Background: an optimization exercise with open tools, aiming at small area and a short achievable clock period. Do not read the settings as production practice. The RTL was checked by simulation tests, not by an equivalence proof against the original design. No activity file was given, so power comes from the tool's default toggle rates.

**flow/run.sh**
```bash
#!/bin/bash
# synth_recipe.tcl (not shown) runs the flow's synth.tcl, then flattens the netlist and writes it again
# the make line also repeats each setting of config.mk as NAME=value (left out here)
make -C /OpenROAD-flow-scripts/flow DESIGN_CONFIG=/design/flow/config.mk WORK_HOME=/design/flow/orfs CLKGATE_MAP_FILE= SYNTH_SCRIPT=/design/flow/synth_recipe.tcl finish
```
**flow/config.mk**
```make
export PLATFORM = sky130hd
export DESIGN_NAME = top_mips
export DESIGN_NICKNAME = top_mips
export VERILOG_FILES = /design/flow/design.v
export SDC_FILE = /design/flow/constraint.sdc
export NUM_CORES = 4
export LEC_CHECK = 0
export ABC_CLOCK_PERIOD_IN_PS = 4000
export CAP_MARGIN = 20
export CORE_MARGIN = 2
export CORE_UTILIZATION = 50
export SETUP_SLACK_MARGIN = 5
export SLEW_MARGIN = 20
export SYNTH_HIERARCHICAL = 1
export SYNTH_MINIMUM_KEEP_SIZE = 0
export TNS_END_PERCENT = 0
```
**flow/constraint.sdc**
```tcl
create_clock -name core_clock -period 10.0 [get_ports {clk}]
set_input_delay 2.0000 -clock core_clock [delete_from_list [all_inputs] [get_ports {clk}]]
set_output_delay 2.0000 -clock core_clock [all_outputs]
set_load 0.01 [all_outputs]
```
**flow/design.v**
```verilog
module top_mips (
    input wire clk,
    input wire reset,
    output wire [31:0] imem_addr,
    input wire [31:0] imem_rdata,
    output wire [31:0] dmem_addr,
    output wire [31:0] dmem_wdata,
    output wire dmem_we,
    input wire [31:0] dmem_rdata,
    output wire [31:0] aluresout,
    output wire [31:0] shift_resultout,
    output wire [31:0] GP_DATA_INout
);
    reg [31:0] PC;        
    reg [25:0] ir_r;      
    reg [31:0] B_r;       
    reg [31:0] p_r;       
    reg [31:0] g2_r;      
    reg [31:0] t2_r;      
    reg        cin_r;     
    reg [31:0] lgc_r;     
    reg [31:0] shift_r;   
    reg [31:0] oth_r;     
    reg        issum_r;   
    reg        isslt_r;   
    reg        gsum_r;    
    reg        galu_r;    
    reg        gsh_r;     
    reg        jr_r, jmp_r, br1_r, rt0_r, beq_r, bne_r, blez_r, bgtz_r;
    reg        aneg_r;    
    reg        azero_r;   
    reg [4:0]  wa_r;      
    reg        we_r;      
    reg [31:0] data_out;  
    reg [31:0] regs [1:31];
    reg [31:1] valid;
    wire [31:0] sum;
    wire        cout;
    Adder_Tail tail (.p(p_r), .g2(g2_r), .t2(t2_r), .ci(cin_r), .s(sum), .co(cout));
    wire [31:0] lgc_s = {lgc_r[31:1], lgc_r[0] | (isslt_r & ~cout)};
    wire [31:0] alu = ({32{issum_r}} & sum) | lgc_s;
    wire [31:0] pc4 = PC + 32'd4;
    wire [31:0] gp, gp_w;
    GP_Sel gp_out (.sum(sum), .lgc(lgc_s), .shift(shift_r), .oth(oth_r),
                   .gsum(gsum_r), .galu(galu_r), .gsh(gsh_r), .q(gp));
    GP_Sel gp_reg (.sum(sum), .lgc(lgc_s), .shift(shift_r), .oth(oth_r),
                   .gsum(gsum_r), .galu(galu_r), .gsh(gsh_r), .q(gp_w));
    wire [31:0] a_val = p_r ^ B_r;        
    wire ab_eq = (p_r == 32'b0);          
    wire taken = (br1_r & (rt0_r ^ aneg_r))
               | (beq_r & ab_eq)
               | (bne_r & ~ab_eq)
               | (blez_r & (aneg_r | azero_r))
               | (bgtz_r & ~aneg_r & ~azero_r);
    wire [31:0] btarget = pc4 + {{14{ir_r[15]}}, ir_r[15:0], 2'b00};
    reg [31:0] npc;
    always @(*) begin
        if (jr_r)
            npc = a_val;
        else if (jmp_r)
            npc = {pc4[31:28], ir_r, 2'b00};
        else if (taken)
            npc = btarget;
        else
            npc = pc4;
    end
    wire [31:0] ins   = imem_rdata;
    wire [5:0] op     = ins[31:26];
    wire [5:0] funct  = ins[5:0];
    wire [4:0] rs     = ins[25:21];
    wire [4:0] rt     = ins[20:16];
    wire [4:0] rd     = ins[15:11];
    wire [4:0] shamt  = ins[10:6];
    wire [15:0] imm   = ins[15:0];
    wire op_r    = (op == 6'b000000);
    wire op_lw   = (op == 6'b100011);
    wire op_sw   = (op == 6'b101011);
    wire op_addi = (op == 6'b001000);
    wire op_andi = (op == 6'b001100);
    wire op_ori  = (op == 6'b001101);
    wire op_j    = (op == 6'b000010);
    wire op_jal  = (op == 6'b000011);
    wire f_sub  = (funct == 6'b100010);
    wire f_and  = (funct == 6'b100100);
    wire f_or   = (funct == 6'b100101);
    wire f_xor  = (funct == 6'b100110);
    wire f_nor  = (funct == 6'b100111);
    wire f_slt  = (funct == 6'b101010) | (funct == 6'b101011);
    wire f_sll  = (funct == 6'b000000);
    wire f_srl  = (funct == 6'b000010);
    wire f_jr   = (funct == 6'b001000);
    wire f_jalr = (funct == 6'b001001);
    wire alu_and = (op_r & f_and) | op_andi;
    wire alu_or  = (op_r & f_or) | op_ori;
    wire alu_xor = op_r & f_xor;
    wire alu_nor = op_r & f_nor & ~reset;
    wire alu_slt = op_r & f_slt;
    wire alu_sum = ~(alu_and | alu_or | alu_xor | alu_nor | alu_slt);
    wire zext   = op_andi | op_ori;
    wire alusrc = (op_lw | op_sw | op_addi | zext) & ~reset;
    wire inv    = op_r & (f_sub | f_slt) & ~reset;
    wire srl      = op_r & f_srl;
    wire gp_shift = op_r & (f_sll | f_srl);
    wire gp_pc    = op_jal | (op_r & f_jalr);
    wire gp_alu   = ~(op_lw | gp_pc | gp_shift);
    wire gp_we    = (op_r & ~f_jr) | op_lw | op_addi | op_andi | op_ori | op_jal;
    wire [4:0] cad = gp_pc ? 5'd31 : op_r ? rd : rt;
    wire [32*31-1:0] regsf;
    genvar gi;
    generate
        for (gi = 1; gi < 32; gi = gi + 1) begin : rf
            assign regsf[32*(gi-1) +: 32] = regs[gi];
        end
    endgenerate
    wire [31:0] rA, rB;
    Reg_Read rda (.a(rs), .valid(valid), .regsf(regsf), .q(rA));
    Reg_Read rdb (.a(rt), .valid(valid), .regsf(regsf), .q(rB));
    wire [31:0] ext = zext ? {16'b0, imm} : {{16{imm[15]}}, imm};
    wire [31:0] opb = alusrc ? ext : rB;
    wire [31:0] x   = inv ? ~opb : opb;
    wire [31:0] p, g2, t2;
    Adder_Head head (.a(rA), .b(x), .ci(inv), .p(p), .g2(g2), .t2(t2));
    wire [31:0] lgc = ({32{alu_and}} & (rA & opb))
                    | ({32{alu_or}}  & (rA | opb))
                    | ({32{alu_xor}} & (rA ^ opb))
                    | ({32{alu_nor}} & ~(rA | opb));
    function [31:0] rev32(input [31:0] v);
        integer q;
        for (q = 0; q < 32; q = q + 1)
            rev32[q] = v[31-q];
    endfunction
    wire [31:0] sh_in  = srl ? rev32(rB) : rB;
    wire [31:0] sh_out = sh_in << shamt;
    wire [31:0] shift  = srl ? rev32(sh_out) : sh_out;
    wire [31:0] dout = we_r ? data_out : dmem_rdata;
    wire [31:0] npc4 = npc + 32'd4;
    wire [31:0] oth = (op_lw & ~reset) ? dout : (gp_pc & ~reset) ? npc4 : 32'b0;
    always @(posedge clk or posedge reset) begin
        if (reset) begin
            PC      <= 32'd0;
            cin_r   <= 1'b0;
            issum_r <= 1'b0;
            isslt_r <= 1'b0;
            gsum_r  <= 1'b0;
            galu_r  <= 1'b0;
            gsh_r   <= 1'b0;
            jr_r    <= 1'b0;
            jmp_r   <= 1'b0;
            br1_r   <= 1'b0;
            rt0_r   <= 1'b0;
            beq_r   <= 1'b0;
            bne_r   <= 1'b0;
            blez_r  <= 1'b0;
            bgtz_r  <= 1'b0;
            aneg_r  <= 1'b0;
            azero_r <= 1'b0;
            wa_r    <= 5'b0;
            we_r    <= 1'b0;
        end else begin
            PC      <= npc;
            cin_r   <= inv;
            issum_r <= alu_sum;
            isslt_r <= alu_slt;
            gsum_r  <= alu_sum & gp_alu;
            galu_r  <= gp_alu;
            gsh_r   <= gp_shift;
            jr_r    <= op_r & (f_jr | f_jalr);
            jmp_r   <= op_j | op_jal;
            br1_r   <= (op == 6'b000001);
            rt0_r   <= rt[0];
            beq_r   <= (op == 6'b000100);
            bne_r   <= (op == 6'b000101);
            blez_r  <= (op == 6'b000110);
            bgtz_r  <= (op == 6'b000111);
            aneg_r  <= rA[31];
            azero_r <= (rA == 32'b0);
            wa_r    <= gp_we ? cad : 5'b0;
            we_r    <= op_sw;
        end
    end
    always @(posedge clk) begin
        ir_r    <= ins[25:0];
        B_r     <= rB;
        p_r     <= p;
        g2_r    <= g2;
        t2_r    <= t2;
        lgc_r   <= lgc;
        shift_r <= shift;
        oth_r   <= oth;
    end
    always @(posedge clk) begin
        if (!we_r)
            data_out <= dmem_rdata;
    end
    always @(posedge clk or posedge reset) begin
        if (reset)
            valid <= 31'b0;
        else if (wa_r != 5'd0)
            valid[wa_r] <= 1'b1;
    end
    always @(posedge clk) begin
        if (wa_r != 5'd0)
            regs[wa_r] <= gp_w;
    end
    assign imem_addr       = PC;
    assign dmem_addr       = alu;
    assign aluresout       = alu;
    assign dmem_wdata      = B_r;
    assign dmem_we         = we_r;
    assign shift_resultout = shift_r;
    assign GP_DATA_INout   = gp;
endmodule
module Reg_Read (
    input wire [4:0] a,
    input wire [31:1] valid,
    input wire [32*31-1:0] regsf,
    output reg [31:0] q
);
    wire [32*32-1:0] rf = {regsf, 32'b0};
    wire [31:0] v = {valid, 1'b0};
    reg [7:0] lo;
    reg [3:0] hi;
    reg [31:0] grp;
    integer h, l;
    always @(*) begin
        for (l = 0; l < 8; l = l + 1)
            lo[l] = (a[2:0] == l);
        for (h = 0; h < 4; h = h + 1)
            hi[h] = (a[4:3] == h);
        q = 32'b0;
        for (h = 0; h < 4; h = h + 1) begin
            grp = 32'b0;
            for (l = 0; l < 8; l = l + 1)
                grp = grp | ({32{lo[l] & v[8*h+l]}} & rf[32*(8*h+l) +: 32]);
            q = q | ({32{hi[h]}} & grp);
        end
    end
endmodule
module Adder_Head (
    input wire [31:0] a,
    input wire [31:0] b,
    input wire ci,
    output wire [31:0] p,
    output wire [31:0] g2,
    output wire [31:0] t2
);
    assign p = a ^ b;
    wire [31:0] g0 = (a & b) | {31'b0, p[0] & ci};
    wire [31:0] g1 = g0 | (p & {g0[30:0], 1'b0});
    wire [31:0] t1 = p & {p[30:0], 1'b1};
    assign g2 = g1 | (t1 & {g1[29:0], 2'b0});
    assign t2 = t1 & {t1[29:0], 2'b11};
endmodule
module Adder_Tail (
    input wire [31:0] p,
    input wire [31:0] g2,
    input wire [31:0] t2,
    input wire ci,
    output wire [31:0] s,
    output wire co
);
    wire [31:0] g3 = g2 | (t2 & {g2[27:0], 4'b0});
    wire [31:0] t3 = t2 & {t2[27:0], 4'hf};
    wire [31:0] g4 = g3 | (t3 & {g3[23:0], 8'b0});
    wire [31:0] t4 = t3 & {t3[23:0], 8'hff};
    wire [31:0] g5 = g4 | (t4 & {g4[15:0], 16'b0});
    assign s  = p ^ {g5[30:0], ci};
    assign co = g5[31];
endmodule
module GP_Sel (
    input wire [31:0] sum,
    input wire [31:0] lgc,
    input wire [31:0] shift,
    input wire [31:0] oth,
    input wire gsum,
    input wire galu,
    input wire gsh,
    output wire [31:0] q
);
    assign q = ({32{gsum}} & sum) | ({32{galu}} & lgc) | ({32{gsh}} & shift) | oth;
endmodule
```
==> notes.md, run 1 <==
status=no timing/DRC/antenna violations; Worst setup SP type=input port; clk slew on worst S/H paths=approximately 0.060 ns; initial drt markers=between 8,000 and 9,000; die area=approximately 130,000 um^2; core area=~130,000 um^2; Sum Neg Setup Slack=0 ns; H-tree Lvls=4; Ys Warns=8; Leak Pwr=approximately 27 nW; syn_nets=around 5,400; min-delay worst type=reg -> reg; Clock Sinks=1,355; DP HPWL=approximately 180,000 um; Cells after DPL=6,836; Die H=363 um; Final Cycle Share=about 52%; Die Wd=about 360 um; top routing layer used=met5; global route overflow=0; antenna violations before repair=30; Setup-failing EPs final=0; met2 WL=roughly 110,000 um; CP Capture Type=register; vias in the first global route=~47,000; Worst slew margin=roughly a fifth; RePlAce Congestion=~1; CP Data Arrival Time=~5.9 ns; CTS buffer count=about 150; wl on met1=~96,000 um; CP required=approximately 11 ns; area grow syn2layout=15.5%; unrepaired setup endpoints after global routing=yes; First-pass DRT Iterations=10; Slowest-stage cell, CP=and4_1; fin cells=7,139; delay-heaviest family, CP=simple AND/OR/NAND/NOR gates; fin crit period=~5.2 ns; Initial Utilization=between 50% and 60%; Routed WL=267,000 um; post-DR vias/cell=just over 7; largest net degree at the start of global routing=65; most frequent cells in the layout=edfxtp_1, nand2_1, a22o_1; Tightest Pin Transition=1.19 ns; mapped cell area=between 60,000 and 70,000 um^2; crit-path cells=clkdlybuf4s50_1 -> buf_4 -> and4b_2 -> buf_4 -> a22o_1 -> a21oi_1 -> nand3_1 -> and4_1 -> inv_1 -> ha_1 -> nor2_1 -> a21oi_1 -> a221o_1; Post-Synthesis Cells=approximately 5,200; clock buffer depth=3; f_max=0.191 GHz; DR WL/cell=around 37 um; Final Max Slew Viols=0; CP bufs+invs=4; Setup CP Type=in -> reg; worst ir drop on vdd=about 0.00021 V; I/O Buffers=between 200 and 300; final hold vios=0; IO Pins=259; layout cells sized above 1=between 10 and 15%; worst skew pair latency=~0.8 ns; DR vias=~51,000; Max Cap Viol=0; CP max stage delay=approximately 0.70 ns; first-pass GRT wire length=366,000 um; CTS tree=yes; Rows=about 130; Final nets=between 5,000 and 6,000; commonest non-fill, non-tap cell in the layout=edfxtp_1; r2r setup slk=between 4 and 5 ns; Mean Syn Cell Area=approximately 13 um^2; Power Density=between 200 and 250 nW/um^2; worst-case hold slack=0.470 ns; met3 wire len=about 31,000 um; Antenna Violating Nets Remaining=0; crit-path max FO=27; Root Buffer=clkbuf_16; clock skew=about 0.048 ns; GRT Util Overall=between 30% and 40%; DRC viols=0
report_power, final:
group | switching, W | internal, W | total, W
combinational | 0.00228 | 0.00122 | 0.00350
sequential | 0.000291 | 0.00657 | 0.00686
clock | 0.00236 | 0.00321 | 0.00557
total | 0.00493 | 0.0110 | 0.0159
registers in the layout, summed over array words and instances, names as in the netlist, 5 cells and up:
register  cells
PC           32
valid        31
ir_r         26
t2_r         28
g2_r         32
lgc_r        32
p_r          32
regs        992
wa_r          5
oth_r        32
B_r          32
shift_r      32
data_out     32
worst reg2reg max path, delay by kind of cell (launching register included):
| family | cells | cell delay [ns] |
|---|---|---|
| AO/OA/AOI/OAI | 4 | 1.01 |
| adder cells (fa/ha/maj) | 2 | 0.69 |
| XOR/XNOR | 1 | 0.19 |
| AND/OR/NAND/NOR | 8 | 1.87 |
| flip-flops | 1 | 0.47 |
| multiplexers | 2 | 0.73 |
per-layer routing:
layer	vias up	GRT usage, %
met5	-	0
met4	12	30.2
met3	754	9.82
met2	3592	58.7
met1	25300	49.8
li1	21200	-
metrics by stage:
step | utilization [%] | cell area, um^2 | setup slack, ns | power, W
after global routing | 58.3 | 74500 | 4.76 | 0.0163
after global placement | 53.9 | 68900 | 3.47 | 0.0103
after detailed placement | 53.9 | 68900 | 3.44 | 0.0103
after floorplan | - | 64600 | 4.79 | 0.00865
final | 58.3 | 74600 | 4.77 | 0.0159
after CTS | 58.1 | 74300 | 4.88 | 0.0158
final timing paths:
path                                 to           start  cells after the start
min                        data_out[29]    data_out[29]                      1
max                           lgc_r[26]  imem_rdata[23]                     13
min reg2reg                data_out[29]    data_out[29]                      1
min in group asynchronous       issum_r           reset                      3
max reg2reg                   oth_r[28]           PC[3]                     17
max in group asynchronous       wa_r[1]           reset                      4
timing repair:
action	CTS	global route
buffers inserted	17	5
endpoints found under the setup margin	199	169
resized for setup	83	67
pin swaps	18	7
hold buffers	0	0
gates cloned	2	0
area by class of cell:
cell class | count | area [um^2]
multi-input cells | 3283 | 25600
clock buffers | 194 | 4000
inverters | 117 | 443
clock inverters | 77 | 892
fillers | 10300 | 53300
repair buffers | 443 | 4010
flip-flops and latches | 1355 | 37500
well taps | 1662 | 2080
diodes | 8 | 20.0
==> run 2: changes to the inputs <==
--- a/flow/design.v
+++ b/flow/design.v
@@ -12,6 +12,7 @@
     output wire [31:0] GP_DATA_INout
 );
     reg [31:0] PC;        
+    reg [31:0] PC4_r;     
     reg [25:0] ir_r;      
     reg [31:0] B_r;       
     reg [31:0] p_r;       
@@ -26,6 +27,7 @@
     reg        gsum_r;    
     reg        galu_r;    
     reg        gsh_r;     
+    reg        gpc_r;     
     reg        jr_r, jmp_r, br1_r, rt0_r, beq_r, bne_r, blez_r, bgtz_r;
     reg        aneg_r;    
     reg        azero_r;   
@@ -39,12 +41,12 @@
     Adder_Tail tail (.p(p_r), .g2(g2_r), .t2(t2_r), .ci(cin_r), .s(sum), .co(cout));
     wire [31:0] lgc_s = {lgc_r[31:1], lgc_r[0] | (isslt_r & ~cout)};
     wire [31:0] alu = ({32{issum_r}} & sum) | lgc_s;
-    wire [31:0] pc4 = PC + 32'd4;
+    wire [31:0] pc4 = PC4_r;
     wire [31:0] gp, gp_w;
-    GP_Sel gp_out (.sum(sum), .lgc(lgc_s), .shift(shift_r), .oth(oth_r),
-                   .gsum(gsum_r), .galu(galu_r), .gsh(gsh_r), .q(gp));
-    GP_Sel gp_reg (.sum(sum), .lgc(lgc_s), .shift(shift_r), .oth(oth_r),
-                   .gsum(gsum_r), .galu(galu_r), .gsh(gsh_r), .q(gp_w));
+    GP_Sel gp_out (.sum(sum), .lgc(lgc_s), .shift(shift_r), .pc4(pc4), .oth(oth_r),
+                   .gsum(gsum_r), .galu(galu_r), .gsh(gsh_r), .gpc(gpc_r), .q(gp));
+    GP_Sel gp_reg (.sum(sum), .lgc(lgc_s), .shift(shift_r), .pc4(pc4), .oth(oth_r),
+                   .gsum(gsum_r), .galu(galu_r), .gsh(gsh_r), .gpc(gpc_r), .q(gp_w));
     wire [31:0] a_val = p_r ^ B_r;        
     wire ab_eq = (p_r == 32'b0);          
     wire taken = (br1_r & (rt0_r ^ aneg_r))
@@ -133,17 +135,18 @@
     wire [31:0] sh_out = sh_in << shamt;
     wire [31:0] shift  = srl ? rev32(sh_out) : sh_out;
     wire [31:0] dout = we_r ? data_out : dmem_rdata;
-    wire [31:0] npc4 = npc + 32'd4;
-    wire [31:0] oth = (op_lw & ~reset) ? dout : (gp_pc & ~reset) ? npc4 : 32'b0;
+    wire [31:0] oth = (op_lw & ~reset) ? dout : 32'b0;
     always @(posedge clk or posedge reset) begin
         if (reset) begin
             PC      <= 32'd0;
+            PC4_r   <= 32'd4;
             cin_r   <= 1'b0;
             issum_r <= 1'b0;
             isslt_r <= 1'b0;
             gsum_r  <= 1'b0;
             galu_r  <= 1'b0;
             gsh_r   <= 1'b0;
+            gpc_r   <= 1'b0;
             jr_r    <= 1'b0;
             jmp_r   <= 1'b0;
             br1_r   <= 1'b0;
@@ -158,12 +161,14 @@
             we_r    <= 1'b0;
         end else begin
             PC      <= npc;
+            PC4_r   <= npc + 32'd4;
             cin_r   <= inv;
             issum_r <= alu_sum;
             isslt_r <= alu_slt;
             gsum_r  <= alu_sum & gp_alu;
             galu_r  <= gp_alu;
             gsh_r   <= gp_shift;
+            gpc_r   <= gp_pc;
             jr_r    <= op_r & (f_jr | f_jalr);
             jmp_r   <= op_j | op_jal;
             br1_r   <= (op == 6'b000001);
@@ -271,11 +276,14 @@
     input wire [31:0] sum,
     input wire [31:0] lgc,
     input wire [31:0] shift,
+    input wire [31:0] pc4,
     input wire [31:0] oth,
     input wire gsum,
     input wire galu,
     input wire gsh,
+    input wire gpc,
     output wire [31:0] q
 );
-    assign q = ({32{gsum}} & sum) | ({32{galu}} & lgc) | ({32{gsh}} & shift) | oth;
-endmodule
+    assign q = ({32{gsum}} & sum) | ({32{galu}} & lgc) | ({32{gsh}} & shift) |
+               ({32{gpc}} & pc4) | oth;
+endmodule
==> flow/flow/run.sh (new file) <==
#!/bin/bash
set -euo pipefail
bash standard.sh synth > synth.log 2>&1
bash standard.sh SETUP_SLACK_MARGIN=6.5 \
    "BUFFER_PORTS_ARGS=-buffer_cell sky130_fd_sc_hd__buf_2" \
    finish > layout.log 2>&1
test -s out/final.def
==> flow/standard.sh (new file) <==
#!/bin/bash
# synth_recipe.tcl (not shown) runs the flow's synth.tcl, then flattens the netlist and writes it again
# the make line also repeats each setting of config.mk as NAME=value (left out here)
make -C /OpenROAD-flow-scripts/flow DESIGN_CONFIG=/design/flow/config.mk WORK_HOME=/design/flow/orfs CLKGATE_MAP_FILE= SYNTH_SCRIPT=/design/flow/synth_recipe.tcl "${@:-finish}"
removed: flow/run.sh
==> run 2 against run 1 <==
  * First-iteration DRC count rose by 13%
  * Sequential share of layout area rose by 0.33 points
  * Worst hold slack got worse by 0.0012 ns
  * Highest routed layer unchanged
  * Largest power group unchanged
  * Area after synthesis rose by 1.1%
  * Clock-buffer cell count fell by 1
==> notes.md, run 2 <==
Critical Path End=shift_r[2]; Post-CTS Hold Buffers=0 (unchanged); Worst setup SP type=input port; IO Pins=259 (unchanged); clock buffer depth=3 (unchanged); Worst slew margin=30.9% (+11 points); CTS tree=yes; syn_nets=5,300 (-1.3%); worst skew pair latency=0.80 ns (-0.02 ns); reg2reg start=p_r[27]; Register Area=38,300 um^2 (+2.1%); GRT Util Overall=38.1% (-1.4 points); fin cells=7,180 (+0.57%); worst ir drop on vdd=0.000160 V (-25%); antenna violations before repair=14 (-53%); mapped cell area=65,300 um^2 (+1.1%); First-pass DRT Iterations=12 (+2); unrepaired setup endpoints after global routing=yes; Max Cap Viol=0 (unchanged); area grow syn2layout=15.9%; Ys Warns=8 (unchanged); Final Cycle Share=46.7% (-5.6 points); Final nets=5,513 (-0.70%); r2r setup slk=5.59 ns (+0.72 ns); Crit. Startpoint=imem_rdata[16]; vias in the first global route=47,200 (-0.54%); Reg power frac=45.2% (+2.2 points); Logic pwr share=19.1% (-2.9 points); first-pass GRT wire length=359,000 um (-1.8%); post-DR vias/cell=7.18 (+0.79%); Die Wd=365 um (+0.55%); Sw Ratio=30.4% (-0.54 points); I/O Buffers=258 (unchanged); Initial Utilization=50.4% (-0.082 points); f_max=0.214 GHz (+12%); initial drt markers=9,303 (+13%); RePlAce Congestion=0.988 (-0.57%); Tightest Pin Transition=1.04 ns (-0.149 ns); layout cells sized above 1=22.6% (+8.6 points); global route overflow=0 (unchanged); fillers=10,500 (+2.0%); Cells after DPL=6,833 (-0.044%); DP HPWL=171,000 um (-4.2%); DR WL/cell=36.6 um (-2.2%); Mean Syn Cell Area=12.8 um^2 (+2.5%); post-layout util=58.4% (+0.096 points); Int Pwr=0.0110 W (about the same); max FFs per register=992 (unchanged); clock share of power=35.6% (+0.6 points); die area=133,000 um^2 (+1.1%); Sum Neg Setup Slack=0 ns (unchanged); commonest non-fill, non-tap cell in the layout=edfxtp_1; fin crit period=4.67 ns (-0.559 ns); Setup-failing EPs final=0 (unchanged); DR vias=51,600 (+1.4%); DRC viols=0 (unchanged); CP Data Arrival Time=5.33 ns (-0.57 ns); Multi-input gate area=26,200 um^2 (+2.4%); most frequent cells in the layout=edfxtp_1, nand2_1, a21oi_1; largest net degree at the start of global routing=89 (+37%); CTS buffer count=151 (+3.4%); worst reg2reg path endpoint=PC4_r[27]; worst-case hold slack=0.468 ns (-0.00124 ns); Routed WL=262,000 um (-1.6%); Antenna Violating Nets Remaining=0 (unchanged); crit-path max FO=32 (+19%); Die H=365 um (+0.55%); clock skew=0.0264 ns (-0.0218 ns); CP required=10.66 ns (about the same); Clock Sinks=1,386 (+2.3%); Final Max Slew Viols=0 (unchanged); Power Density=209 nW/um^2 (-2.2%); H-tree Lvls=4 (unchanged); Rows=132 (+0.76%); min-delay worst type=reg -> reg; Leak Pwr=27.5 nW (+3.1%); clk slew on worst S/H paths=0.06 ns (about the same); core area=129,000 um^2 (+1.3%); Top reg by flops=regs; status=no timing/DRC/antenna violations; net switching power=0.00481 W (-2.5%); final hold vios=0 (unchanged); Setup CP Type=in -> reg; R2R cell count=10 (-7); Hold Crit Start=data_out[3]; Post-Synthesis Cells=5,095 (-1.3%); Root Buffer=clkbuf_16; CP Capture Type=register
==> run 2: worst min path at each step <==
stage              endpoint  slack, ns  depth (start not counted)
2_1_floorplan      valid[1]       0.44                          1
3_5_place_dp   data_out[14]       0.45                          1
6_report        data_out[3]       0.47                          1
3_3_place_gp    data_out[6]       0.45                          1
5_1_grt         data_out[3]       0.48                          1
4_1_cts         data_out[3]       0.47                          1
==> run 2: repair_timing <==
item / 4_1_cts / 5_1_grt
endpoints found under the setup margin: 381 / 353
resized for setup: 119 / 205
pin swaps: 23 / 75
cloned: 0 / 11
setup buffers: 13 / 40
==> run 2: area by class of cell <==
type,count,area share (%)
tap,1742,2.88
antenna,9,0.0298
sequential,1386,50.6
timing repair buffer,485,4.80
clock buffer,193,5.39
inverter,102,0.513
multi-input combinational,3182,34.7
clock inverter,81,1.09
==> run 2: power groups by stage <==
stage / Clock (W) / Combinational (W) / Sequential (W)
global placement: 0 / 0.00281 / 0.00725
detailed placement: 0 / 0.00285 / 0.00724
floorplan: 0 / 0.00172 / 0.00707
global route: 0.00591 / 0.00323 / 0.00714
CTS: 0.00566 / 0.00290 / 0.00713
finish: 0.00563 / 0.00303 / 0.00715
==> run 2: worst max-delay path, cell delays in order <==
cell       delay (ns)
clkbuf_16        0.16
and4b_1          0.23
buf_8            0.19
a222oi_1         0.59
nand3_4          0.21
and4_4           0.30
buf_4            0.16
mux4_2           0.50
mux2i_2          0.24
mux2i_1          0.15
mux2i_1          0.18
mux2i_1          0.11
nand2_1          0.10
o21ai_0          0.11
==> run 2: metal layers <==
metal	wire [um]	up-vias	GRT usage, %
met1	96900	25800	49.1
met4	17200	8	21.8
li1	-	21100	-
met3	32500	767	10.6
met2	116000	3891	57.8
met5	154	-	0.617
==> run 2: per-stage QoR <==
stage / worst slack, ns / total power, W / instance area (um^2)
global placement: 3.63 / 0.0101 / 68600
floorplan: 5.18 / 0.00879 / 65500
global route: 5.31 / 0.0163 / 75600
finish: 5.33 / 0.0158 / 75600
detailed placement: 3.59 / 0.0101 / 68600
CTS: 5.36 / 0.0157 / 74100
==> run 3: changes to the inputs <==
--- a/flow/design.v
+++ b/flow/design.v
@@ -21,13 +21,13 @@
     reg        cin_r;     
     reg [31:0] lgc_r;     
     reg [31:0] shift_r;   
-    reg [31:0] oth_r;     
     reg        issum_r;   
     reg        isslt_r;   
     reg        gsum_r;    
     reg        galu_r;    
     reg        gsh_r;     
     reg        gpc_r;     
+    reg        glw_r;     
     reg        jr_r, jmp_r, br1_r, rt0_r, beq_r, bne_r, blez_r, bgtz_r;
     reg        aneg_r;    
     reg        azero_r;   
@@ -43,10 +43,12 @@
     wire [31:0] alu = ({32{issum_r}} & sum) | lgc_s;
     wire [31:0] pc4 = PC4_r;
     wire [31:0] gp, gp_w;
-    GP_Sel gp_out (.sum(sum), .lgc(lgc_s), .shift(shift_r), .pc4(pc4), .oth(oth_r),
-                   .gsum(gsum_r), .galu(galu_r), .gsh(gsh_r), .gpc(gpc_r), .q(gp));
-    GP_Sel gp_reg (.sum(sum), .lgc(lgc_s), .shift(shift_r), .pc4(pc4), .oth(oth_r),
-                   .gsum(gsum_r), .galu(galu_r), .gsh(gsh_r), .gpc(gpc_r), .q(gp_w));
+    GP_Sel gp_out (.sum(sum), .lgc(lgc_s), .shift(shift_r), .pc4(pc4), .dout(data_out),
+                   .gsum(gsum_r), .galu(galu_r), .gsh(gsh_r), .gpc(gpc_r), .glw(glw_r),
+                   .q(gp));
+    GP_Sel gp_reg (.sum(sum), .lgc(lgc_s), .shift(shift_r), .pc4(pc4), .dout(data_out),
+                   .gsum(gsum_r), .galu(galu_r), .gsh(gsh_r), .gpc(gpc_r), .glw(glw_r),
+                   .q(gp_w));
     wire [31:0] a_val = p_r ^ B_r;        
     wire ab_eq = (p_r == 32'b0);          
     wire taken = (br1_r & (rt0_r ^ aneg_r))
@@ -134,8 +136,6 @@
     wire [31:0] sh_in  = srl ? rev32(rB) : rB;
     wire [31:0] sh_out = sh_in << shamt;
     wire [31:0] shift  = srl ? rev32(sh_out) : sh_out;
-    wire [31:0] dout = we_r ? data_out : dmem_rdata;
-    wire [31:0] oth = (op_lw & ~reset) ? dout : 32'b0;
     always @(posedge clk or posedge reset) begin
         if (reset) begin
             PC      <= 32'd0;
@@ -147,6 +147,7 @@
             galu_r  <= 1'b0;
             gsh_r   <= 1'b0;
             gpc_r   <= 1'b0;
+            glw_r   <= 1'b0;
             jr_r    <= 1'b0;
             jmp_r   <= 1'b0;
             br1_r   <= 1'b0;
@@ -169,6 +170,7 @@
             galu_r  <= gp_alu;
             gsh_r   <= gp_shift;
             gpc_r   <= gp_pc;
+            glw_r   <= op_lw;
             jr_r    <= op_r & (f_jr | f_jalr);
             jmp_r   <= op_j | op_jal;
             br1_r   <= (op == 6'b000001);
@@ -191,7 +193,6 @@
         t2_r    <= t2;
         lgc_r   <= lgc;
         shift_r <= shift;
-        oth_r   <= oth;
     end
     always @(posedge clk) begin
         if (!we_r)
@@ -277,13 +278,14 @@
     input wire [31:0] lgc,
     input wire [31:0] shift,
     input wire [31:0] pc4,
-    input wire [31:0] oth,
+    input wire [31:0] dout,
     input wire gsum,
     input wire galu,
     input wire gsh,
     input wire gpc,
+    input wire glw,
     output wire [31:0] q
 );
     assign q = ({32{gsum}} & sum) | ({32{galu}} & lgc) | ({32{gsh}} & shift) |
-               ({32{gpc}} & pc4) | oth;
-endmodule
+               ({32{gpc}} & pc4) | ({32{glw}} & dout);
+endmodule
==> run 3 against run 2 <==
  * Highest routed layer unchanged
  * Worst setup slack worse by 0.14 ns
  * Sequential power down 2%
  * Sequential cell count down 31
  * Clock-buffer cell count down 12
  * Area after synthesis down 1.5%
  * Die area down 1.5%
  * Clock skew up 0.029 ns
  * Clock power down 5.7%
  * Power down 2.7%
==> notes.md, run 3 <==
DR vias=51,200 (-0.66%); initial drt markers=9,387 (+0.90%); Setup-failing EPs final=0 (unchanged); unrepaired setup endpoints after global routing=yes; layout cells sized above 1=21.1% (-1.4 points); area grow syn2layout=15.6%; fin crit period=4.81 ns (+0.138 ns); DR WL/cell=38.6 um (+5.6%); clock buffer depth=3 (unchanged); CP Data Arrival Time=5.54 ns (+0.21 ns); antenna violations before repair=20 (+6); Register Area=38,000 um^2 (-0.78%); DP HPWL=179,000 um (+4.5%); Final WS setup=5.19 ns (-0.138 ns); die area=131,000 um^2 (-1.5%); global route overflow=0 (unchanged); CP Capture Type=register; Antenna Violating Nets Remaining=0 (unchanged); Die Wd=363 um (-0.76%); post-placement worst setup slack=3.55 ns (-0.0385 ns); crit-path max FO=27 (-16%); largest net degree at the start of global routing=62 (-30%); Rows=131 (-0.76%); max FFs per register=992 (unchanged); Cells after DPL=6,677 (-2.3%); Ys Warns=8 (unchanged); min-delay worst type=reg -> reg; Max Cap Viol=0 (unchanged); CP bufs+invs=3 (unchanged); Multi-input gate area=25,600 um^2 (-2.3%); Final nets=5,428 (-1.5%); First-pass DRT Iterations=11 (-1); RePlAce Congestion=0.998 (+1.1%); Root Buffer=clkbuf_16; GRT Util Overall=40.2% (+2.1 points); Leak Pwr=26.5 nW (-3.6%); worst ir drop on vdd=0.000213 V (+33%); Power Density=207 nW/um^2 (-0.92%); Setup CP Type=in -> reg; Top reg by flops=regs; clock skew=0.0551 ns (+0.0287 ns); commonest non-fill, non-tap cell in the layout=edfxtp_1; Sum Neg Setup Slack=0 ns (unchanged); core area=128,000 um^2 (-1.5%); Final Max Slew Viols=0 (unchanged); clk slew on worst S/H paths=0.06 ns (about the same); most used cell, CP=buf_4; most frequent cells in the layout=edfxtp_1, nand2_1, a22o_1; CP max stage delay=0.59 ns (about the same); final hold vios=0 (unchanged); Mean Syn Cell Area=12.8 um^2 (+0.18%); I/O Buffers=258 (unchanged); CTS buffer count=146 (-3.3%); H-tree Lvls=4 (unchanged); Die H=363 um (-0.76%); worst skew pair latency=0.83 ns (+0.03 ns); fin cells=7,008 (-2.4%); syn_nets=5,213 (-1.6%); Final Cycle Share=48.1% (+1.4 points); fillers=10,300 (-2.0%); mapped cell area=64,300 um^2 (-1.5%); Initial Utilization=50.4% (about the same); Post-Synthesis Cells=5,008 (-1.7%); CP required=10.74 ns (+0.08 ns); f_max=0.208 GHz (-2.9%); Clock Sinks=1,355 (-2.2%); delay-heaviest family, CP=simple AND/OR/NAND/NOR gates; CTS tree=yes; DRC viols=0 (unchanged); status=no timing/DRC/antenna violations; IO Pins=259 (unchanged); vias in the first global route=48,000 (+1.7%); Tightest Pin Transition=0.992 ns (-0.0445 ns); Worst slew margin=33.9% (+3.0 points); first-pass GRT wire length=371,000 um (+3.4%); post-DR vias/cell=7.31 (+1.8%); crit-path cells=buf_4 -> and4b_1 -> buf_4 -> buf_4 -> a22o_1 -> a221oi_2 -> nand3_1 -> and4_1 -> ha_1 -> nand2_1 -> nor2_1; Routed WL=271,000 um (+3.1%); Worst setup SP type=input port; Post-CTS Hold Buffers=0 (unchanged); Slowest-stage cell, CP=and4_1
run 3: cell types whose count changed in the layout (fill, tap and decap cells not counted), moves of 21 or more:
cell | before | now
and3_1 | 49 | 11
a21oi_1 | 341 | 264
a221oi_2 | 108 | 85
dfxtp_1 | 271 | 204
xnor2_1 | 55 | 92
edfxtp_1 | 992 | 1024
xor2_1 | 83 | 43
mux2_2 | 34 | 7
a221oi_1 | 151 | 172
a22oi_1 | 68 | 134
nand2_1 | 348 | 374
run 3: stage by stage:
step	hold slack, ns	total power [W]	utilization, %	cell area [um^2]
after floorplan	0.444	0.00862	-	64300
after global placement	0.467	0.00993	52.8	67400
after detailed placement	0.475	0.00995	52.8	67400
after CTS	0.491	0.0153	58.1	74100
after global routing	0.515	0.0158	58.2	74300
final	0.502	0.0154	58.2	74300
run 3: final cells by class:
cell class	instances	share of cell area, %
clock inverter	81	1.04
timing repair buffer	481	4.79
multi-input combinational	3130	34.5
inverter	109	0.556
sequential	1355	51.1
clock buffer	181	5.15
antenna	9	0.0303
tap	1662	2.80
run 3: repair_timing:
item | 4_1_cts | 5_1_grt
gates cloned | 13 | 0
setup endpoints to repair | 419 | 363
resized for setup | 375 | 27
setup buffers | 42 | 5
pin swaps | 94 | 25
run 3: worst register-to-register path, delay by kind of cell, from the launching register on:
kind / cells / cell delay [ns]
DFF: 1 / 0.36
xor gates and xnor gates: 1 / 0.17
AOI/OAI and AO/OA: 4 / 1.84
and+or+nand+nor: 5 / 2.00
run 3: worst paths after layout:
path	from	endpoint	slack (ns)	depth (start not counted)
max in group asynchronous	reset	valid[28]	6.99	4
worst max register to register	p_r[16]	PC4_r[27]	5.51	10
min in group asynchronous	reset	PC4_r[10]	1.51	3
worst min register to register	valid[14]	valid[14]	0.50	1
worst max-delay path	imem_rdata[21]	t2_r[16]	5.19	11
worst min-delay path	valid[14]	valid[14]	0.50	1
run 3: where the power goes:
part	total, W	switching (W)	internal, W
combinational	0.00309	0.00208	0.00101
sequential	0.00698	0.000345	0.00664
clock	0.00531	0.00238	0.00293
total	0.0154	0.00480	0.0106
run 3: metal layers:
layer  vias up  GRT usage (%)  part of all wire, %
met2      3913           59.6                   43
met1     25600           51.2                   36
met4        10           27.6                  8.0
li1      20800              -                    -
met3       833           11.3                   12
met5         -              0                0.024
==> run 4: changes to the inputs <==
--- a/flow/config.mk
+++ b/flow/config.mk
@@ -9,6 +9,8 @@
 export CAP_MARGIN = 20
 export CORE_MARGIN = 2
 export CORE_UTILIZATION = 50
+export CTS_CLUSTER_DIAMETER = 60
+export CTS_CLUSTER_SIZE = 24
 export SETUP_SLACK_MARGIN = 5
 export SLEW_MARGIN = 20
 export SYNTH_HIERARCHICAL = 1
==> run 4 against run 3 <==
  * Clock power is 8.7% lower
  * Area after synthesis stayed put
  * Sequential cell count stayed put
  * Fmax is 0.93% lower
  * Largest power group unchanged
==> notes.md, run 4 <==
commonest non-fill, non-tap cell in the layout=edfxtp_1; DP HPWL=179,000 um (unchanged); Post-Synthesis Cells=5,008 (unchanged); Sum Neg Setup Slack=0 ns (unchanged); largest net degree at the start of global routing=62 (unchanged); CP max stage delay=0.53 ns (-0.06 ns); Rows=131 (unchanged); I/O Buffers=258 (unchanged); fin cells=6,978 (-0.43%); GRT Util Overall=40.1% (-0.10 points); IO Pins=259 (unchanged); CP Capture Type=register; Hold Crit Start=valid[6]; Final WS setup=5.15 ns (-0.0451 ns); Setup CP Type=in -> reg; vias in the first global route=47,600 (-0.75%); first-pass GRT wire length=371,000 um (about the same); CTS buffer count=117 (-20%); H-tree Lvls=3 (-1); clock share of power=32.6% (-1.9 points); CTS tree=yes; max FFs per register=992 (unchanged); CP required=10.64 ns (-0.10 ns); r2r setup slk=5.28 ns (-0.23 ns); worst skew pair latency=0.80 ns (-0.03 ns); met3 wire len=33,900 um (+1.9%); Setup-failing EPs final=0 (unchanged); Die Wd=363 um (unchanged); crit-path cells=buf_4 -> and4b_1 -> buf_4 -> buf_4 -> a22o_1 -> a221oi_2 -> nand3_1 -> and4_1 -> ha_1 -> a21oi_1 -> o21ai_1; CP bufs+invs=3 (unchanged); met2 WL=118,000 um (+0.14%); initial drt markers=9,350 (-0.39%); Worst setup SP type=input port; Final nets=5,408 (-0.37%); Top reg by flops=regs; Tightest Pin Transition=0.985 ns (-0.00748 ns); Root Buffer=clkbuf_16; core area=128,000 um^2 (unchanged); min-delay worst type=reg -> reg; R2R cell count=10 (unchanged); layout cells sized above 1=21.2% (+0.037 points); Logic pwr share=20.6% (+0.5 points); CP Data Arrival Time=5.50 ns (-0.04 ns); Die H=363 um (unchanged); Power Density=202 nW/um^2 (-2.6%); clock buffer depth=3 (unchanged); post-layout util=57.9% (-0.35 points); post-DR vias/cell=7.34 (+0.42%); unrepaired setup endpoints after global routing=yes; worst ir drop on vdd=0.000176 V (-17%); Final Cycle Share=48.5% (+0.45 points); most used cell, CP=buf_4; Int Pwr=0.0101 W (-4.8%); area grow syn2layout=14.9%; mapped cell area=64,300 um^2 (unchanged); Slowest-stage cell, CP=and4_1; Final Max Slew Viols=0 (unchanged); antenna violations before repair=18 (-10%); status=no timing/DRC/antenna violations; Mean Syn Cell Area=12.8 um^2 (unchanged); Leak Pwr=26.3 nW (-0.84%); Post-CTS Hold Buffers=0 (unchanged); post-placement worst setup slack=3.55 ns (unchanged); Initial Utilization=50.4% (unchanged); DRC viols=0 (unchanged); fin crit period=4.85 ns (+0.0451 ns); clk slew on worst S/H paths=0.08 ns (+0.02 ns); Sw Ratio=32.3% (+1.1 points); worst reg2reg path endpoint=PC4_r[17]; Max Cap Viol=0 (unchanged); RePlAce Congestion=0.998 (unchanged); DR WL/cell=38.7 um (+0.27%); Clock Sinks=1,355 (unchanged); die area=131,000 um^2 (unchanged); Ys Warns=8 (unchanged); global route overflow=0 (unchanged); delay-heaviest family, CP=simple AND/OR/NAND/NOR gates; syn_nets=5,213 (unchanged); DR vias=51,200 (-0.012%); Routed WL=270,000 um (-0.16%); Min-Delay Endpoint=valid[6]; top routing layer used=met5; Cells after DPL=6,677 (unchanged); wl on met1=97,200 um (-0.89%); Worst slew margin=34.4% (+0.50 points); f_max=0.206 GHz (-0.93%); most frequent cells in the layout=edfxtp_1, nand2_1, a22o_1; clock skew=0.0517 ns (-0.00336 ns); Antenna Violating Nets Remaining=0 (unchanged); First-pass DRT Iterations=14 (+3); net switching power=0.00482 W (+0.30%); crit-path max FO=27 (unchanged); Reg power frac=46.8% (+1.4 points); reg2reg start=p_r[2]; final hold vios=0 (unchanged); Worst Hold Depth=1 (unchanged)
-- run 4: changes by cell type in the layout (fill, tap and decap cells not counted), sizes merged, moves of 2 or more --
cell      delta
diode        +3
buf          +7
clkinvlp     +4
bufbuf       +2
inv         +26
clkbuf      -49
clkinv      -21
-- run 4: routing by layer --
metal	vias to the layer above	track usage (%)
li1	20800	-
met1	25600	51.3
met2	4018	59.9
met3	821	11.1
met4	12	26.3
met5	-	0
-- run 4: how the worst max path moves through the flow --
stage	slack [ns]	from	depth (start not counted)	to
CTS	5.31	imem_rdata[17]	15	shift_r[21]
detailed placement	3.55	imem_rdata[17]	15	shift_r[3]
global route	5.16	imem_rdata[18]	14	shift_r[15]
floorplan	5.08	imem_rdata[17]	14	shift_r[13]
finish	5.15	imem_rdata[21]	11	g2_r[19]
global placement	3.55	imem_rdata[17]	15	shift_r[3]
-- run 4: what timing repair did --
| action | 4_1_cts | 5_1_grt |
|---|---|---|
| pin swaps | 84 | 21 |
| endpoints found under the hold margin | 0 | 0 |
| gates cloned | 16 | 1 |
| setup endpoints to repair | 408 | 366 |
| gates resized for setup | 348 | 38 |
| buffers inserted | 41 | 11 |
-- run 4: stage by stage --
| step | instance area, um^2 | total power (W) | hold slack, ns |
|---|---|---|---|
| global placement | 67400 | 0.00993 | 0.467 |
| detailed placement | 67400 | 0.00995 | 0.475 |
| CTS | 73500 | 0.0148 | 0.496 |
| floorplan | 64300 | 0.00862 | 0.444 |
| global route | 73800 | 0.0153 | 0.520 |
| finish | 73800 | 0.0149 | 0.502 |
-- run 4: power by group through the flow --
stage	Clock (W)	Combinational (W)	Sequential, W
2_1_floorplan	0	0.00168	0.00695
3_3_place_gp	0	0.00286	0.00707
3_5_place_dp	0	0.00288	0.00707
4_1_cts	0.00488	0.00298	0.00695
5_1_grt	0.00508	0.00324	0.00697
6_report	0.00485	0.00308	0.00697
-- run 4: worst register-to-register path: cells and delay by family, from the launching register on --
kind            cells  cell delay, ns
simple gates        6            2.88
compound gates      2            0.72
flops               1            0.47
mux                 1            0.35
xor+xnor            1            0.18
-- run 4: final cells by class --
class	count	area, um^2
repair buffers	491	3700
fillers	10400	53700
multi-input cells	3129	25600
clock inverters	89	1060
clock buffers	131	3000
diodes	12	30.0
flip-flops and latches	1355	38000
inverters	109	413
well taps	1662	2080
==> run 5: changes to the inputs <==
--- a/flow/design.v
+++ b/flow/design.v
@@ -16,8 +16,8 @@
     reg [25:0] ir_r;      
     reg [31:0] B_r;       
     reg [31:0] p_r;       
-    reg [31:0] g2_r;      
-    reg [31:0] t2_r;      
+    reg [31:0] g3_r;      
+    reg [31:0] t3_r;      
     reg        cin_r;     
     reg [31:0] lgc_r;     
     reg [31:0] shift_r;   
@@ -38,7 +38,7 @@
     reg [31:1] valid;
     wire [31:0] sum;
     wire        cout;
-    Adder_Tail tail (.p(p_r), .g2(g2_r), .t2(t2_r), .ci(cin_r), .s(sum), .co(cout));
+    Adder_Tail tail (.p(p_r), .g3(g3_r), .t3(t3_r), .ci(cin_r), .s(sum), .co(cout));
     wire [31:0] lgc_s = {lgc_r[31:1], lgc_r[0] | (isslt_r & ~cout)};
     wire [31:0] alu = ({32{issum_r}} & sum) | lgc_s;
     wire [31:0] pc4 = PC4_r;
@@ -122,8 +122,8 @@
     wire [31:0] ext = zext ? {16'b0, imm} : {{16{imm[15]}}, imm};
     wire [31:0] opb = alusrc ? ext : rB;
     wire [31:0] x   = inv ? ~opb : opb;
-    wire [31:0] p, g2, t2;
-    Adder_Head head (.a(rA), .b(x), .ci(inv), .p(p), .g2(g2), .t2(t2));
+    wire [31:0] p, g3, t3;
+    Adder_Head head (.a(rA), .b(x), .ci(inv), .p(p), .g3(g3), .t3(t3));
     wire [31:0] lgc = ({32{alu_and}} & (rA & opb))
                     | ({32{alu_or}}  & (rA | opb))
                     | ({32{alu_xor}} & (rA ^ opb))
@@ -189,8 +189,8 @@
         ir_r    <= ins[25:0];
         B_r     <= rB;
         p_r     <= p;
-        g2_r    <= g2;
-        t2_r    <= t2;
+        g3_r    <= g3;
+        t3_r    <= t3;
         lgc_r   <= lgc;
         shift_r <= shift;
     end
@@ -247,26 +247,26 @@
     input wire [31:0] b,
     input wire ci,
     output wire [31:0] p,
-    output wire [31:0] g2,
-    output wire [31:0] t2
+    output wire [31:0] g3,
+    output wire [31:0] t3
 );
     assign p = a ^ b;
     wire [31:0] g0 = (a & b) | {31'b0, p[0] & ci};
     wire [31:0] g1 = g0 | (p & {g0[30:0], 1'b0});
     wire [31:0] t1 = p & {p[30:0], 1'b1};
-    assign g2 = g1 | (t1 & {g1[29:0], 2'b0});
-    assign t2 = t1 & {t1[29:0], 2'b11};
+    wire [31:0] g2 = g1 | (t1 & {g1[29:0], 2'b0});
+    wire [31:0] t2 = t1 & {t1[29:0], 2'b11};
+    assign g3 = g2 | (t2 & {g2[27:0], 4'b0});
+    assign t3 = t2 & {t2[27:0], 4'hf};
 endmodule
 module Adder_Tail (
     input wire [31:0] p,
-    input wire [31:0] g2,
-    input wire [31:0] t2,
+    input wire [31:0] g3,
+    input wire [31:0] t3,
     input wire ci,
     output wire [31:0] s,
     output wire co
 );
-    wire [31:0] g3 = g2 | (t2 & {g2[27:0], 4'b0});
-    wire [31:0] t3 = t2 & {t2[27:0], 4'hf};
     wire [31:0] g4 = g3 | (t3 & {g3[23:0], 8'b0});
     wire [31:0] t4 = t3 & {t3[23:0], 8'hff};
     wire [31:0] g5 = g4 | (t4 & {g4[15:0], 16'b0});
--- a/flow/config.mk
+++ b/flow/config.mk
@@ -9,8 +9,6 @@
 export CAP_MARGIN = 20
 export CORE_MARGIN = 2
 export CORE_UTILIZATION = 50
-export CTS_CLUSTER_DIAMETER = 60
-export CTS_CLUSTER_SIZE = 24
 export SETUP_SLACK_MARGIN = 5
 export SLEW_MARGIN = 20
 export SYNTH_HIERARCHICAL = 1
==> run 5 against run 4 <==
  * Die area unchanged
  * Final cell count increased by 0.40%
  * First-iteration DRC count increased by 7.9%
  * Combinational power increased by 6.5%
  * Sequential power increased by 0.9%
  * Fmax decreased by 2.7%
  * Global-route usage increased by 1.5 points
  * Core utilization increased by 0.27 points
  * Critical path type unchanged
  * Largest cell class unchanged
==> notes.md, run 5 <==
Final Cycle Share=49.9% (+1.4 points); Root Buffer=clkbuf_16; vias in the first global route=47,100 (-1.1%); grt met2 use=59.1% (-0.75 points); f_max=0.200 GHz (-2.7%); Min-Delay Endpoint=valid[23]; Hold Crit Start=valid[23]; antenna violations before repair=56 (+38); Leak Pwr=26.4 nW (+0.42%); unrepaired setup endpoints after global routing=yes; Logic pwr share=21.0% (+0.4 points); Sw Ratio=31.9% (-0.44 points); IO Pins=259 (unchanged); Top reg by flops=regs; worst skew pair latency=0.79 ns (about the same); Worst setup SP type=input port; r2r setup slk=5.34 ns (+0.06 ns); Die H=363 um (unchanged); commonest non-fill, non-tap cell in the layout=edfxtp_1; DR WL/cell=40.0 um (+3.5%); global route overflow=0 (unchanged); Rows=131 (unchanged); GRT Util Overall=41.6% (+1.5 points); CTS tree=yes; GR Layer Usage met1=54.6% (+3.2 points); Die Wd=363 um (unchanged); clock skew=0.0267 ns (-0.0250 ns); status=no timing/DRC/antenna violations; Antenna Violating Nets Remaining=0 (unchanged); met3 Resource Use GR=13.1% (+2.0 points); clock buffer depth=3 (unchanged); Power Density=211 nW/um^2 (+4.6%); worst reg2reg path endpoint=PC4_r[30]; Setup CP Type=in -> reg; worst ir drop on vdd=0.000205 V (+16%); DR vias=51,800 (+1.2%); CP required=10.62 ns (-0.02 ns); Post-CTS Hold Buffers=0 (unchanged); First-pass DRT Iterations=12 (-2); reg2reg start=p_r[17]; worst-case hold slack=0.496 ns (-0.00526 ns); CP Data Arrival Time=5.61 ns (+0.11 ns); Most Crowded Layer GR=met2; Int Pwr=0.0107 W (+5.8%); most frequent cells in the layout=edfxtp_1, nand2_1, a22o_1; crit-path max FO=32 (+19%); Post-Synthesis Cells=5,010 (+0.040%); Routed WL=281,000 um (+3.9%); clock share of power=34.1% (+1.5 points); Final Max Slew Viols=0 (unchanged); Max Cap Viol=0 (unchanged); area grow syn2layout=15.4%; Tightest Pin Transition=1.23 ns (+0.244 ns); Reg power frac=44.9% (-1.9 points); clk slew on worst S/H paths=0.06 ns (-0.02 ns); CP Capture Type=register; R2R cell count=10 (unchanged); min-delay worst type=reg -> reg; post-DR vias/cell=7.40 (+0.76%); core area=128,000 um^2 (unchanged); first-pass GRT wire length=380,000 um (+2.6%); die area=131,000 um^2 (unchanged); final hold vios=0 (unchanged); largest net degree at the start of global routing=75 (+21%); Final nets=5,400 (-0.15%); Setup-failing EPs final=0 (unchanged); Mean Syn Cell Area=12.8 um^2 (about the same); Worst slew margin=18.1% (-16 points); Ys Warns=8 (unchanged); CTS buffer count=147 (+26%); Sum Neg Setup Slack=0 ns (unchanged); I/O Buffers=258 (unchanged); Clock Sinks=1,351 (-0.30%); Worst Hold Depth=1 (unchanged); fin crit period=4.99 ns (+0.137 ns); DP HPWL=191,000 um (+7.1%); DRC viols=0 (unchanged); Initial Utilization=50.4% (unchanged); layout cells sized above 1=20.6% (-0.58 points); H-tree Lvls=4 (+1); max FFs per register=992 (unchanged); initial drt markers=10,100 (+7.9%); mapped cell area=64,300 um^2 (unchanged); net switching power=0.00500 W (+3.7%); RePlAce Congestion=1.04 (+4.0%); syn_nets=5,215 (+0.038%); Pwr Total=0.0157 W (+5.1%)
run 5: power groups by stage:
stage	Combinational (W)	Clock, W	Sequential [W]
6_report	0.00328	0.00535	0.00703
5_1_grt	0.00340	0.00559	0.00701
4_1_cts	0.00315	0.00535	0.00699
3_5_place_dp	0.00308	0	0.00711
3_3_place_gp	0.00306	0	0.00711
2_1_floorplan	0.00170	0	0.00693
run 5: critical path, cell delays in order:
cell,delay [ns]
buf_2,0.10
buf_8,0.29
nor4bb_4,0.09
buf_4,0.29
a221o_1,0.43
a221oi_2,0.37
nand2_2,0.34
and4_2,0.42
nor4_1,0.58
nand4_1,0.15
nor2_1,0.43
run 5: per-layer routing:
layer  up-vias  wire (um)  part of all wire (%)
met1     25900     101000                    36
li1      20800          -                     -
met2      4197     118000                    42
met3       860      39700                    14
met4        22      21800                   7.8
met5         -        161                 0.057
run 5: area by class of cell:
type | instances | area, um^2
Sequential cell | 1351 | 37900
Tap cell | 1662 | 2080
Timing Repair Buffer | 454 | 3390
Inverter | 106 | 402
Multi-Input combinational cell | 3135 | 25700
Fill cell | 10200 | 53300
Clock buffer | 194 | 4060
Clock inverter | 73 | 594
Antenna cell | 31 | 77.6
run 5: worst max-delay path by stage:
| stage | to | from |
|---|---|---|
| after floorplan | g3_r[28] | imem_rdata[29] |
| final | azero_r | imem_rdata[21] |
| after detailed placement | g3_r[29] | imem_rdata[18] |
| after global placement | g3_r[29] | imem_rdata[18] |
| after CTS | shift_r[7] | imem_rdata[16] |
| after global routing | g3_r[28] | imem_rdata[16] |
run 5: through the flow:
stage               instances  setup WS (ns)  area, um^2  util [%]
floorplan                5010           4.95       64300         -
global placement         6670           2.85       67300      52.8
detailed placement       6671           2.79       67300      52.8
CTS                      6968           5.28       73800      57.9
global route             6987           5.11       74100      58.1
finish                   7006           5.01       74200      58.2
run 5: timing repair:
action,CTS,global route
endpoints found under the hold margin,0,0
pin swaps,55,19
gates cloned,6,1
setup buffers,24,3
endpoints found under the setup margin,378,360
resized for setup,367,49
==> run 6: changes to the inputs <==
--- a/flow/design.v
+++ b/flow/design.v
@@ -16,12 +16,13 @@
     reg [25:0] ir_r;      
     reg [31:0] B_r;       
     reg [31:0] p_r;       
-    reg [31:0] g3_r;      
-    reg [31:0] t3_r;      
+    reg [31:0] g2_r;      
+    reg [31:0] t2_r;      
     reg        cin_r;     
-    reg [31:0] lgc_r;     
+    reg [31:0] g0_r;      
     reg [31:0] shift_r;   
     reg        issum_r;   
+    reg        isand_r, isor_r, isxor_r, isnor_r;   
     reg        isslt_r;   
     reg        gsum_r;    
     reg        galu_r;    
@@ -38,8 +39,12 @@
     reg [31:1] valid;
     wire [31:0] sum;
     wire        cout;
-    Adder_Tail tail (.p(p_r), .g3(g3_r), .t3(t3_r), .ci(cin_r), .s(sum), .co(cout));
-    wire [31:0] lgc_s = {lgc_r[31:1], lgc_r[0] | (isslt_r & ~cout)};
+    Adder_Tail tail (.p(p_r), .g2(g2_r), .t2(t2_r), .ci(cin_r), .s(sum), .co(cout));
+    wire [31:0] lgc = ({32{isand_r}} & g0_r)
+                    | ({32{isor_r}}  & (p_r | g0_r))
+                    | ({32{isxor_r}} & p_r)
+                    | ({32{isnor_r}} & ~(p_r | g0_r));
+    wire [31:0] lgc_s = {lgc[31:1], lgc[0] | (isslt_r & ~cout)};
     wire [31:0] alu = ({32{issum_r}} & sum) | lgc_s;
     wire [31:0] pc4 = PC4_r;
     wire [31:0] gp, gp_w;
@@ -122,26 +127,19 @@
     wire [31:0] ext = zext ? {16'b0, imm} : {{16{imm[15]}}, imm};
     wire [31:0] opb = alusrc ? ext : rB;
     wire [31:0] x   = inv ? ~opb : opb;
-    wire [31:0] p, g3, t3;
-    Adder_Head head (.a(rA), .b(x), .ci(inv), .p(p), .g3(g3), .t3(t3));
-    wire [31:0] lgc = ({32{alu_and}} & (rA & opb))
-                    | ({32{alu_or}}  & (rA | opb))
-                    | ({32{alu_xor}} & (rA ^ opb))
-                    | ({32{alu_nor}} & ~(rA | opb));
-    function [31:0] rev32(input [31:0] v);
-        integer q;
-        for (q = 0; q < 32; q = q + 1)
-            rev32[q] = v[31-q];
-    endfunction
-    wire [31:0] sh_in  = srl ? rev32(rB) : rB;
-    wire [31:0] sh_out = sh_in << shamt;
-    wire [31:0] shift  = srl ? rev32(sh_out) : sh_out;
+    wire [31:0] p, g2, t2;
+    Adder_Head head (.a(rA), .b(x), .ci(inv), .p(p), .g2(g2), .t2(t2));
+    wire [31:0] shift  = srl ? (rB >> shamt) : (rB << shamt);
     always @(posedge clk or posedge reset) begin
         if (reset) begin
             PC      <= 32'd0;
             PC4_r   <= 32'd4;
             cin_r   <= 1'b0;
             issum_r <= 1'b0;
+            isand_r <= 1'b0;
+            isor_r  <= 1'b0;
+            isxor_r <= 1'b0;
+            isnor_r <= 1'b0;
             isslt_r <= 1'b0;
             gsum_r  <= 1'b0;
             galu_r  <= 1'b0;
@@ -165,6 +163,10 @@
             PC4_r   <= npc + 32'd4;
             cin_r   <= inv;
             issum_r <= alu_sum;
+            isand_r <= alu_and;
+            isor_r  <= alu_or;
+            isxor_r <= alu_xor;
+            isnor_r <= alu_nor;
             isslt_r <= alu_slt;
             gsum_r  <= alu_sum & gp_alu;
             galu_r  <= gp_alu;
@@ -189,9 +191,9 @@
         ir_r    <= ins[25:0];
         B_r     <= rB;
         p_r     <= p;
-        g3_r    <= g3;
-        t3_r    <= t3;
-        lgc_r   <= lgc;
+        g2_r    <= g2;
+        t2_r    <= t2;
+        g0_r    <= rA & x;
         shift_r <= shift;
     end
     always @(posedge clk) begin
@@ -247,26 +249,26 @@
     input wire [31:0] b,
     input wire ci,
     output wire [31:0] p,
-    output wire [31:0] g3,
-    output wire [31:0] t3
+    output wire [31:0] g2,
+    output wire [31:0] t2
 );
     assign p = a ^ b;
     wire [31:0] g0 = (a & b) | {31'b0, p[0] & ci};
     wire [31:0] g1 = g0 | (p & {g0[30:0], 1'b0});
     wire [31:0] t1 = p & {p[30:0], 1'b1};
-    wire [31:0] g2 = g1 | (t1 & {g1[29:0], 2'b0});
-    wire [31:0] t2 = t1 & {t1[29:0], 2'b11};
-    assign g3 = g2 | (t2 & {g2[27:0], 4'b0});
-    assign t3 = t2 & {t2[27:0], 4'hf};
+    assign g2 = g1 | (t1 & {g1[29:0], 2'b0});
+    assign t2 = t1 & {t1[29:0], 2'b11};
 endmodule
 module Adder_Tail (
     input wire [31:0] p,
-    input wire [31:0] g3,
-    input wire [31:0] t3,
+    input wire [31:0] g2,
+    input wire [31:0] t2,
     input wire ci,
     output wire [31:0] s,
     output wire co
 );
+    wire [31:0] g3 = g2 | (t2 & {g2[27:0], 4'b0});
+    wire [31:0] t3 = t2 & {t2[27:0], 4'hf};
     wire [31:0] g4 = g3 | (t3 & {g3[23:0], 8'b0});
     wire [31:0] t4 = t3 & {t3[23:0], 8'hff};
     wire [31:0] g5 = g4 | (t4 & {g4[15:0], 16'b0});
==> run 6 against run 5 <==
  * Clock skew up 0.0046 ns
  * Still clean
  * Worst setup slack better by 0.11 ns
  * Clock power up 4.9%
  * Fmax up 2.2%
  * Power about the same
  * Die area down 0.10%
  * Non-clock buffer count down 21
  * Largest cell class unchanged
  * Sequential share of layout area up 0.85 points
  * Highest routed layer unchanged
==> notes.md, run 6 <==
status=no timing/DRC/antenna violations; largest net degree at the start of global routing=98 (+31%); GRT Util Overall=37.3% (-4.3 points); CP required=10.68 ns (+0.06 ns); Final nets=5,428 (+0.52%); syn_nets=5,275 (+1.2%); Mean Syn Cell Area=12.5 um^2 (-2.5%); RePlAce Congestion=1.01 (-3.1%); clk slew on worst S/H paths=0.06 ns (about the same); Setup-failing EPs final=0 (unchanged); wl on met1=95,500 um (-5.2%); Final Cycle Share=48.8% (-1.1 points); CP Capture Type=register; Hold Crit Start=valid[4]; clock buffer depth=3 (unchanged); post-DR vias/cell=7.18 (-3.0%); Rows=131 (unchanged); Sum Neg Setup Slack=0 ns (unchanged); Tightest Pin Transition=1.09 ns (-0.142 ns); initial drt markers=8,446 (-16%); Post-Synthesis Cells=5,134 (+2.5%); commonest non-fill, non-tap cell in the layout=edfxtp_1; mapped cell area=64,200 um^2 (-0.10%); Worst setup SP type=input port; Ys Warns=8 (unchanged); IO Pins=259 (unchanged); unrepaired setup endpoints after global routing=yes; Crit. Startpoint=imem_rdata[23]; CTS buffer count=150 (+2.0%); Leak Pwr=25.6 nW (-2.8%); Logic pwr share=19.4% (-1.6 points); First-pass DRT Iterations=10 (-2); Initial Utilization=50.3% (-0.052 points); DP HPWL=166,000 um (-13%); fin crit period=4.88 ns (-0.105 ns); I/O Buffers=258 (unchanged); Die Wd=362 um (about the same); Root Buffer=clkbuf_16; antenna violations before repair=15 (-73%); Sw Ratio=29.8% (-2.1 points); net switching power=0.00466 W (-6.7%); Int Pwr=0.0110 W (+3.1%); crit-path max FO=32 (unchanged); die area=131,000 um^2 (-0.10%); Routed WL=251,000 um (-10%); worst skew pair latency=0.80 ns (about the same); core area=128,000 um^2 (unchanged); top routing layer used=met5; Clock Sinks=1,359 (+0.59%); worst ir drop on vdd=0.000202 V (-1.2%); Die H=362 um (about the same); first-pass GRT wire length=351,000 um (-7.9%); Antenna Violating Nets Remaining=0 (unchanged); vias in the first global route=47,800 (+1.5%); Max Cap Viol=0 (unchanged); placed inst area=67,300 um^2 (-0.14%); clock share of power=35.8% (+1.7 points); global route overflow=0 (unchanged); final hold vios=0 (unchanged); reg2reg start=p_r[26]; DR WL/cell=35.5 um (-11%); Power Density=214 nW/um^2 (+1.1%); worst-case hold slack=0.502 ns (+0.00541 ns); layout cells sized above 1=18.8% (-1.8 points); max FFs per register=992 (unchanged); Final WS setup=5.12 ns (+0.105 ns); most frequent cells in the layout=edfxtp_1, nand2_1, a22o_1; fillers=10,400 (+2.3%); post-placement worst setup slack=3.53 ns (+0.742 ns); area grow syn2layout=14.2%; min-delay worst type=reg -> reg; met3 wire len=30,800 um (-22%); Setup CP Type=in -> reg; H-tree Lvls=4 (unchanged); met2 WL=111,000 um (-6.1%); Pwr Total=0.0157 W (about the same); Reg power frac=44.8% (about the same); DR vias=50,700 (-2.1%); Final Cell Area=73,300 um^2 (-1.1%); DRC viols=0 (unchanged); Final Max Slew Viols=0 (unchanged); CP Data Arrival Time=5.57 ns (-0.04 ns); f_max=0.205 GHz (+2.2%); Top reg by flops=regs; CTS tree=yes; Post-CTS Hold Buffers=0 (unchanged); Worst slew margin=26.8% (+8.7 points); clock skew=0.0314 ns (+0.00463 ns)
[run 6: layout make-up]
type	instances	area (um^2)	share of cell area [%]
diodes	3	7.51	0.0102
clock buffers	200	4210	5.75
well taps	1662	2080	2.84
flip-flops and latches	1359	38100	51.9
multi-input cells	3292	25100	34.3
repair buffers	433	2910	3.97
clock inverters	71	712	0.971
inverters	51	195	0.266
[run 6: path summary, 6_finish.rpt]
kind / endpoint / slack (ns) / cells after the start
setup / recovery: azero_r / 5.12 / 10
hold / removal: valid[4] / 0.50 / 1
setup reg to reg: PC4_r[31] / 5.22 / 11
hold reg to reg: valid[4] / 0.50 / 1
max in group asynchronous: PC[22] / 7.39 / 3
min in group asynchronous: cin_r / 1.39 / 2
[run 6: stage by stage]
step	utilization [%]	instances
2_1_floorplan	-	5134
3_3_place_gp	52.6	6772
3_5_place_dp	52.7	6779
4_1_cts	57.1	7064
5_1_grt	57.5	7069
6_report	57.5	7071
[run 6: routing by layer]
layer | vias to the layer above | global-route usage, %
li1 | 21200 | -
met2 | 3467 | 56.9
met5 | - | 0
met4 | 10 | 18.6
met3 | 626 | 11.4
met1 | 25400 | 48.1
[run 6: what timing repair did]
item                                    CTS  global route
buffers inserted                         14             4
pin swaps                                29            30
gates cloned                              0             0
endpoints found under the setup margin  395           391
resized for setup                       132           172
[run 6: power groups by stage]
| stage | Combinational (W) | Clock, W | Sequential (W) |
|---|---|---|---|
| 4_1_cts | 0.00293 | 0.00564 | 0.00701 |
| 2_1_floorplan | 0.00174 | 0 | 0.00702 |
| 3_5_place_dp | 0.00287 | 0 | 0.00712 |
| 3_3_place_gp | 0.00280 | 0 | 0.00712 |
| 6_report | 0.00303 | 0.00561 | 0.00702 |
| 5_1_grt | 0.00323 | 0.00587 | 0.00703 |
[run 6: worst max-delay path, cell delays in order]
cell and delay (ns):
buf_4 0.41, nand2b_2 0.41, nor3b_4 0.08, buf_4 0.29
a221oi_1 0.38, nand2_1 0.27, and4_1 0.35, nor4_2 0.43
nand4_1 0.45, nor2_1 0.35

static timing again, ports no longer ideal:
Ports are ideal in the flow. The routed layouts listed here were re-timed in OpenROAD. Step 1, drivers: a clkbuf_16 drives clk and a buf_2 each remaining input, both assumed. Step 2 moves the port delays by t, midway between the first and last clock arrival at a register: inputs arrive t later, outputs are due t later. That takes back most of the time a late clock gives input paths. a / b / c = ideal / step 1 / step 2; a / b = the first two.
run	t (ns)	setup WS [ns]	worst setup path at the end	latest minus earliest clock arrival (ns)
run 1	0.883	4.771 / 4.809 / 3.946	input to register	0.048 / 0.048
run 2	0.872	5.330 / 5.220 / 4.348	input to register	0.028 / 0.028
run 3	0.880	5.192 / 5.238 / 4.359	input to register	0.056 / 0.056
run 4	0.855	5.147 / 5.184 / 4.342	input to register	0.054 / 0.053
run 5	0.859	5.010 / 5.051 / 4.192	input to register	0.027 / 0.028
run 6	0.869	5.115 / 5.172 / 4.304	input to register	0.039 / 0.039
After both steps every run listed still meets setup and hold. The setup slack of run 2, which loses most, moves by -0.110 ns with the drivers and by -0.982 ns with both steps.
